This design comes from an exercise in tuning for small area on the open sky130 flow, not from production work. In this exercise RTL edits were held to simulation tests only and were not proved equivalent to the original.

Design pipeline, start of the top module:
module pipeline (
	input         clock,
	input         reset,
	input [3:0]   mem2proc_response,
	input [63:0]  mem2proc_data,
	input [3:0]   mem2proc_tag,
	output logic [1:0]  proc2mem_command,
	output logic [31:0] proc2mem_addr,
	output logic [63:0] proc2mem_data,
	output logic [1:0]  proc2mem_size,
	output logic [3:0]  pipeline_completed_insts,
	output logic [3:0]  pipeline_error_status,
	output logic [4:0]  pipeline_commit_wr_idx,
	output logic [31:0] pipeline_commit_wr_data,
	output logic        pipeline_commit_wr_en,
	output logic [31:0] pipeline_commit_NPC,
	output logic [31:0] if_NPC_out,
	output logic [31:0] if_IR_out,
	output logic        if_valid_inst_out,
	output logic [31:0] if_id_NPC,
	output logic [31:0] if_id_IR,
	output logic        if_id_valid_inst,
	output logic [31:0] id_ex_NPC,
	output logic [31:0] id_ex_IR,
	output logic        id_ex_valid_inst,
	output logic [31:0] ex_mem_NPC,
	output logic [31:0] ex_mem_IR,
	output logic        ex_mem_valid_inst,
	output logic [31:0] mem_wb_NPC,
	output logic [31:0] mem_wb_IR,
	output logic        mem_wb_valid_inst
);
Settings: LEC_CHECK=0, CAP_MARGIN=20, CORE_MARGIN=2, CORE_UTILIZATION=40, SLEW_MARGIN=20; clock period 12.0 ns.
standard.sh (not shown) runs the stock make flow with config.mk's settings and CLKGATE_MAP_FILE= SYNTH_SCRIPT=/design/flow/synth_recipe.tcl, a recipe that flattens the netlist after the stock synthesis.
==> flow/flow/run.sh <==
#!/bin/bash
# Own flow: the standard layout (the same ORFS make targets and settings as
# standard.sh), with these changes:
#  - synthesis uses flow/synth.tcl (see there; registers are unchanged);
#  - the port buffers that global placement inserts are buf_1 cells instead
#    of the clkdlybuf4s50_1 cells buffer_ports picks by default. Every input
#    and output port still gets its buffer;
#  - clock tree synthesis runs with its usual arguments plus
#    -dont_use_dummy_load (no balancing dummy loads on the leaves), with
#    clkbuf_16 buffers and clusters of up to 24 sinks (fewer, larger leaf
#    buffers; flip-flop clock-pin slew stays near 100 ps).
# Each tool's full output is in make.log (and ORFS's per-step logs under
# orfs/logs); the final DEF goes to out/final.def.
set -euo pipefail
W=$(pwd)
export BUFFER_PORTS_ARGS="-buffer_cell sky130_fd_sc_hd__buf_1"
export CTS_ARGS="-sink_clustering_enable -repair_clock_nets -dont_use_dummy_load -buf_list {sky130_fd_sc_hd__clkbuf_16} -sink_clustering_size 24 -sink_clustering_max_diameter 80"
make -C "$FLOW_HOME" DESIGN_CONFIG="$W/config.mk" WORK_HOME="$W/orfs" CLKGATE_MAP_FILE= \
  SYNTH_SCRIPT="$W/flow/synth.tcl" SYNTH_HIERARCHICAL=1 finish > "$W/make.log" 2>&1
R="$W/orfs/results/$FLOW_PLATFORM/pipeline/base"
: # left out here: write the final layout as DEF
==> flow/flow/synth.tcl <==
proc synth {args} { yosys synth -nofsm -noshare -noabc {*}$args }
proc abc {args} {
  set i [lsearch -exact $args -script]
  set area_args  [lreplace $args [expr {$i + 1}] [expr {$i + 1}] $::env(SCRIPTS_DIR)/abc_area.script]
  set speed_args [lreplace $args [expr {$i + 1}] [expr {$i + 1}] $::env(SCRIPTS_DIR)/abc_speed.script]
  puts "abc: area script on rvp_mulu and rvp_ex"
  yosys abc {*}$area_args rvp_mulu rvp_ex
  puts "abc: speed script on the other modules"
  yosys abc {*}$speed_args * rvp_mulu %d rvp_ex %d
}
source $::env(SCRIPTS_DIR)/synth.tcl
# left out here: clear keep_hierarchy, flatten, clean up, hide names made inside functions, write 1_2_yosys.v
Rerun with:
--- a/flow/design.v
+++ b/flow/design.v
@@ -3139,22 +3139,21 @@
 	output logic [31:0] mem_wb_NPC,
 	output logic [31:0] mem_wb_IR,
 	output logic        mem_wb_valid_inst
 );
 	localparam logic [31:0] NOP = 32'h00000013;
 	localparam logic [31:0] WFI = 32'h10500073;
 	logic [31:0] fd_ir, fd_npc;
 	logic        fd_valid;
 	logic [31:0] de_ir, de_npc;
 	logic        de_valid, de_ill;
-	logic [3:0] de_h1, de_h2;
-	logic [7:0] de_l1, de_l2;
+	logic [31:1] de_s1, de_s2;    
 	logic [31:0] em_ir, em_npc, em_alu, em_rs2;
 	logic        em_valid, em_ill, em_tb;
 	logic [31:0] mw_ir, mw_npc, mw_res;
 	logic        mw_valid, mw_ill, mw_tb;
 	logic [31:0] pc, pc4, if_ir;
 	logic        dmem_busy;
 	assign pc    = mw_tb ? mw_res : fd_npc;
 	logic [30:0] inc_c;
 	assign inc_c[0] = 1'b1;
 	always_comb
@@ -3187,58 +3186,46 @@
 			de_npc   <= 32'd0;
 			de_valid <= 1'b0;
 			de_ill   <= 1'b0;
 		end else begin
 			de_ir    <= fd_ir;
 			de_npc   <= fd_npc;
 			de_valid <= fd_valid & id_legal;
 			de_ill   <= fd_valid & ~id_legal;
 		end
 	end
-	always_ff @(posedge clock) begin
-		for (int i = 0; i < 4; i++) begin
-			de_h1[i] <= ~reset & (fd_ir[19:18] == i[1:0]);
-			de_h2[i] <= ~reset & (fd_ir[24:23] == i[1:0]);
-		end
-		for (int i = 0; i < 8; i++) begin
-			de_l1[i] <= (fd_ir[17:15] == i[2:0]);
-			de_l2[i] <= (fd_ir[22:20] == i[2:0]);
+	always_ff @(posedge clock)
+		for (int i = 1; i < 32; i++) begin
+			de_s1[i] <= ~reset & (fd_ir[19:15] == i[4:0]);
+			de_s2[i] <= ~reset & (fd_ir[24:20] == i[4:0]);
 		end
-	end
 	assign id_ex_NPC        = de_npc;
 	assign id_ex_IR         = de_ir;
 	assign id_ex_valid_inst = de_valid;
 	logic [31:1][31:0] rf;
 	logic [31:0] wb_data;
 	logic [4:0]  wb_idx;
 	logic        wb_en;
 	logic [31:1] rf_we;
 	always_comb
 		for (int i = 1; i < 32; i++)
 			rf_we[i] = wb_en & (mw_ir[11:7] == i[4:0]);
 	always_ff @(posedge clock)
 		for (int i = 1; i < 32; i++)
 			if (rf_we[i]) rf[i] <= wb_data;
-	logic [31:0] rs1v, rs2v, t1, t2;
+	logic [31:0] rs1v, rs2v;
 	always_comb begin
 		rs1v = 32'd0;
 		rs2v = 32'd0;
-		for (int h = 0; h < 4; h++) begin
-			t1 = 32'd0;
-			t2 = 32'd0;
-			for (int l = 0; l < 8; l++)
-				if (8 * h + l > 0) begin
-					t1 = t1 | (rf[8 * h + l] & {32{de_l1[l]}});
-					t2 = t2 | (rf[8 * h + l] & {32{de_l2[l]}});
-				end
-			rs1v = rs1v | (t1 & {32{de_h1[h]}});
-			rs2v = rs2v | (t2 & {32{de_h2[h]}});
+		for (int i = 1; i < 32; i++) begin
+			rs1v = rs1v | (rf[i] & {32{de_s1[i]}});
+			rs2v = rs2v | (rf[i] & {32{de_s2[i]}});
 		end
 	end
 	logic [31:0] ex_alu;
 	logic        ex_tb;
 	rvp_ex u_ex (
 		.ir(de_ir), .ill(de_ill), .npc(de_npc), .rs1(rs1v), .rs2(rs2v),
 		.result(ex_alu), .take_branch(ex_tb)
 	);
 	always_ff @(posedge clock) begin
 		if (reset) begin
After rerunning: Area after synthesis climbs slightly. First-iteration DRC count went up by well over a third. Cell count climbs slightly. Non-clock buffer count goes up by 50. Worst setup slack loses 340 ps. Hold slack is better by 15 ps. Die area grows slightly. Critical path depth shrinks by 2. Global-route usage rose by 4.0 points. Flip-flop and latch count climbs by 38.

-- re-timing with driven ports --
In the flow no input, the clock included, has a driving cell. The finished layouts below were timed again as built, in two steps.
Step 1, drivers: a clkbuf_16 drives clock and a buf_2 each remaining input, both assumed.
Step 2, shift: input delay + t, output delay - t, t = (earliest + latest rising clock arrival at the registers) / 2. This alone moves slack from input paths to output paths.
a / b / c = ideal / step 1 / step 2; a / b = the first two.
run | shift t [ns] | setup slack, ns | hold slack, ns | worst setup path after step 2 | pins driven straight from the clock port
the first run | 0.813 | 0.637 / 0.637 / 0.637 | 0.414 / 0.414 / 0.414 | register to register | 1
the second run | 0.823 | 0.295 / 0.295 / 0.295 | 0.429 / 0.429 / 0.429 | register to register | 1
After both steps setup and hold are still met in every run listed.
